This design comes from an exercise in tuning for small area, a short achievable clock period and few clock cycles on the open sky130 flow, not from production work.
The RTL was checked by simulation tests, not by an equivalence proof against the original design.
Power figures rest on the tool's default switching activity, not on a simulated workload.

run 1:
## processor_16b
module processor_16b(
input clk, rst,
input [15:0] din,
output [15:0] dataout, address,
output [7:0] status,
output mem_wr
    );
    reg        exe;             
    reg        dv;              
    reg        mv;              
    reg [15:0] pc;              
    reg [15:0] ir;
    reg [15:0] opa, opb;        
    reg        fN, fZ, fC;
    reg [16:0] acc;             
    reg [15:0] quo;             
    reg [3:0]  cnt;             
    reg        d_ua;            
    reg        d_ub;            
    reg        d_wr;            
    reg        d_cal;           
    reg        d_ill;           
    function legal_f;
        input [15:0] w;
        legal_f = (w[15:12] == 4'b0100) && (w[11:7] <= 5'd17);
    endfunction
    wire [2:0] wa = ir[8:6];
    wire [4:0] k  = ir[11:7];
    wire legal = legal_f(ir);
    wire op_add = legal && k == 5'd0;
    wire op_sub = legal && k == 5'd1;
    wire op_mul = legal && k == 5'd2;
    wire op_div = legal && k == 5'd4;
    wire op_inc = legal && k == 5'd5;
    wire op_dec = legal && k == 5'd6;
    wire op_and = legal && k == 5'd7;
    wire op_or  = legal && k == 5'd8;
    wire op_xor = legal && k == 5'd9;
    wire op_not = legal && k == 5'd10;
    wire op_ld  = legal && k == 5'd11;
    wire op_st  = legal && k == 5'd12;
    wire op_cal = legal && k == 5'd16;
    wire op_ret = legal && k == 5'd17;
    wire op_br  = legal && (k == 5'd13 || k == 5'd14 || k == 5'd15);
    wire [15:0] a = opa;
    wire [15:0] b = opb;
    wire        subm = op_sub || op_div;
    wire [15:0] yb   = op_inc ? 16'h0000 : op_dec ? 16'hFFFF : subm ? ~b : b;
    function [16:0] radd;
        input [15:0] x, y;
        input        ci;
        integer i;
        reg c;
        begin
            c = ci;
            for (i = 0; i < 16; i = i + 1) begin
                radd[i] = x[i] ^ y[i] ^ c;
                c = (x[i] & y[i]) | (c & (x[i] ^ y[i]));
            end
            radd[16] = c;
        end
    endfunction
    function [8:0] radd8;
        input [7:0] x, y;
        input       ci;
  ...
Size: roughly 230 flip-flops, ~59 I/O pins, roughly 0.017 mm^2 of cells after synthesis.
clock: 50.0 ns
lec_check: 0
cap_margin: 20
core_margin: 2
core_utilization: 55
cts_buf_list: sky130_fd_sc_hd__clkbuf_16
cts_cluster_diameter: 80
cts_cluster_size: 25
place_density: 0.7
slew_margin: 20
standard.sh (not shown) runs the stock make flow with config.mk's settings and CLKGATE_MAP_FILE= SYNTH_SCRIPT=/design/flow/synth_recipe.tcl, a recipe that flattens the netlist after the stock synthesis.
==> flow/flow/run.sh <==
#!/bin/bash
# The standard layout, unchanged except that repair_timing is asked to
# leave a setup margin, so that the paths that set the achieved period (bus
# outputs, din inputs, ALU) are sized and buffered for a short period rather
# than only for the 50 ns clock. The SDC, clock period and every other step
# are the standard ones.
set -euo pipefail
bash standard.sh SETUP_SLACK_MARGIN=38 finish > standard.log 2>&1
Run 1 reached the final stage; the timing, design-rule and antenna checks on its layout passed.
Testbench counts of run 1, summed over its fixed seeds: cycles 29,935.
Input changes introduced in run 2 (baseline for comparison: run 1):
==> flow/flow/run.sh <==
#!/bin/bash
# The standard layout, with two changes in how it is made:
#  - repair_timing is asked to leave a setup margin, so that the paths that
#    set the achieved period (bus outputs, din inputs, ALU) are sized and
#    buffered for a short period rather than only for the 50 ns clock;
#  - every port still gets its buffer, but a plain buf_2 is asked for rather
#    than the delay cells the port buffering otherwise picks.
# The SDC, clock period, synthesis and every other step are the standard ones.
set -euo pipefail
bash standard.sh SETUP_SLACK_MARGIN=38.4 "BUFFER_PORTS_ARGS=-buffer_cell sky130_fd_sc_hd__buf_2" finish > standard.log 2>&1
### Flow results
- Comparing run 2 with run 1, the total number of H-tree levels came out essentially unchanged.
- Side by side, largest incremental delay on the critical path turned out lower in run 2 than in run 1.
- Delta (run 2 minus run 1): design area stayed essentially flat, routed wire length per instance held, clock network fraction of design power up 0.5 points, share of the core filled with cells ~0 delta.
- Looking at data arrival at the endpoint of the critical path across run 2 and run 1, the one that comes out lower is run 2.
Input changes introduced in run 3 (baseline for comparison: run 2):
diff --git a/flow/flow/run.sh b/flow/flow/run.sh
--- a/flow/flow/run.sh
+++ b/flow/flow/run.sh
@@ -9,2 +9,2 @@
 set -euo pipefail
-bash standard.sh SETUP_SLACK_MARGIN=38.4 "BUFFER_PORTS_ARGS=-buffer_cell sky130_fd_sc_hd__buf_2" finish > standard.log 2>&1
+bash standard.sh SETUP_SLACK_MARGIN=38 "BUFFER_PORTS_ARGS=-buffer_cell sky130_fd_sc_hd__buf_2" finish > standard.log 2>&1
==> results.txt <==
Delta(overall fraction of global-route tracks in use, run 3 - run 2) < 0. Per the comparison of run 3 with run 2, setup slack fell 0.33 ns, residual overflow from global routing barely changed, clock network power share moved up. Run 3 does worse than run 2 on hold slack.

---

Setup of run A:
Another version of the RTL of processor_16b (not shown whole).
Size: about 220 flip-flops, roughly 59 I/O pins.
## processor_16b
module processor_16b(
input clk, rst,
input [15:0] din,
output [15:0] dataout, address,
output [7:0] status,
output mem_wr
    );
==> flow/config.mk <==
export PLATFORM = sky130hd
export DESIGN_NAME = processor_16b
export DESIGN_NICKNAME = processor_16b
export VERILOG_FILES = /design/flow/design.v
export SDC_FILE = /design/flow/constraint.sdc
export NUM_CORES = 4
export LEC_CHECK = 0
export CAP_MARGIN = 20
export CORE_MARGIN = 2
export CORE_UTILIZATION = 40
export SLEW_MARGIN = 20
==> flow/constraint.sdc <==
create_clock -name core_clock -period 50.0 [get_ports {clk}]
set_input_delay 10.0000 -clock core_clock [delete_from_list [all_inputs] [get_ports {clk}]]
set_output_delay 10.0000 -clock core_clock [all_outputs]
set_load 0.01 [all_outputs]
==> flow/flow/run.sh <==
#!/bin/bash
# The standard layout, unchanged except that repair_timing is asked to
# leave a setup margin, so that the paths that set the achieved period (bus
# outputs, din inputs, ALU) are sized and buffered for a short period rather
# than only for the 50 ns clock. The SDC, clock period and every other step
# are the standard ones.
set -euo pipefail
bash standard.sh SETUP_SLACK_MARGIN=39 finish > standard.log 2>&1
Testbench counts of run A, summed over its fixed seeds: cycles 29,935.
#### Input delta (run B over run A)
--- a/flow/flow/run.sh
+++ b/flow/flow/run.sh
@@ -6,3 +6,3 @@
 # are the standard ones.
 set -euo pipefail
-bash standard.sh SETUP_SLACK_MARGIN=39 finish > standard.log 2>&1
+bash standard.sh SETUP_SLACK_MARGIN=38 finish > standard.log 2>&1
Findings:
Number of cells on the critical path in run B is 1 higher than in run A
Maximum frequency: run A vs run B — no meaningful difference
Run B against run A; standard cell area after detailed placement is down by a few percent.
In run B, the final standard cell utilization of the core came out 0.41 points below the value in run A.
Compared with run A, in run B worst hold-check slack decreased by 0.0051 ns relative to the old numbers; power of the clock network higher; wire length held steady; final cell count went down; non-clock buffer count decreased by 22 relative to the old numbers.
Run A ended up with met4 as its highest layer used for signal routing; run B ended up with met5.

-- static timing again, ports no longer ideal --
In the flow no input, the clock included, has a driving cell. The finished layouts below were timed again as built, in two steps.
Step 1 (the two cells are an assumption about what drives the block):
set clk [get_ports {clk}]
set_driving_cell -lib_cell sky130_fd_sc_hd__clkbuf_16 $clk
set_driving_cell -lib_cell sky130_fd_sc_hd__buf_2 [delete_from_list [all_inputs] $clk]
Step 2 moves the port delays by t, midway between the first and last clock arrival at a register: inputs arrive t later, outputs are due t later. That takes back most of the time a late clock gives input paths.
Slacks: no drivers / after step 1 / after step 2; pairs: no drivers / after step 1.
| run | t, ns | setup slack, ns | worst slew at a driven data input, ns | cell pins on the clock port's net |
|---|---|---|---|---|
| run 1 | 0.561 | 38.011 / 37.960 / 37.583 | 0.04 | 1 |
| run 2 | 0.564 | 38.397 / 38.346 / 37.954 | 0.03 | 1 |
| run 3 | 0.562 | 38.063 / 38.015 / 37.943 | 0.04 | 1 |
| run A | 0.635 | 37.571 / 37.512 / 38.147 | 0.03 | 1 |
| run B | 0.640 | 37.560 / 37.504 / 37.508 | 0.04 | 1 |
After both steps every run listed still meets setup and hold. The setup slack of run 2, which loses most, moves by -0.051 ns with the drivers and by -0.443 ns with both steps.
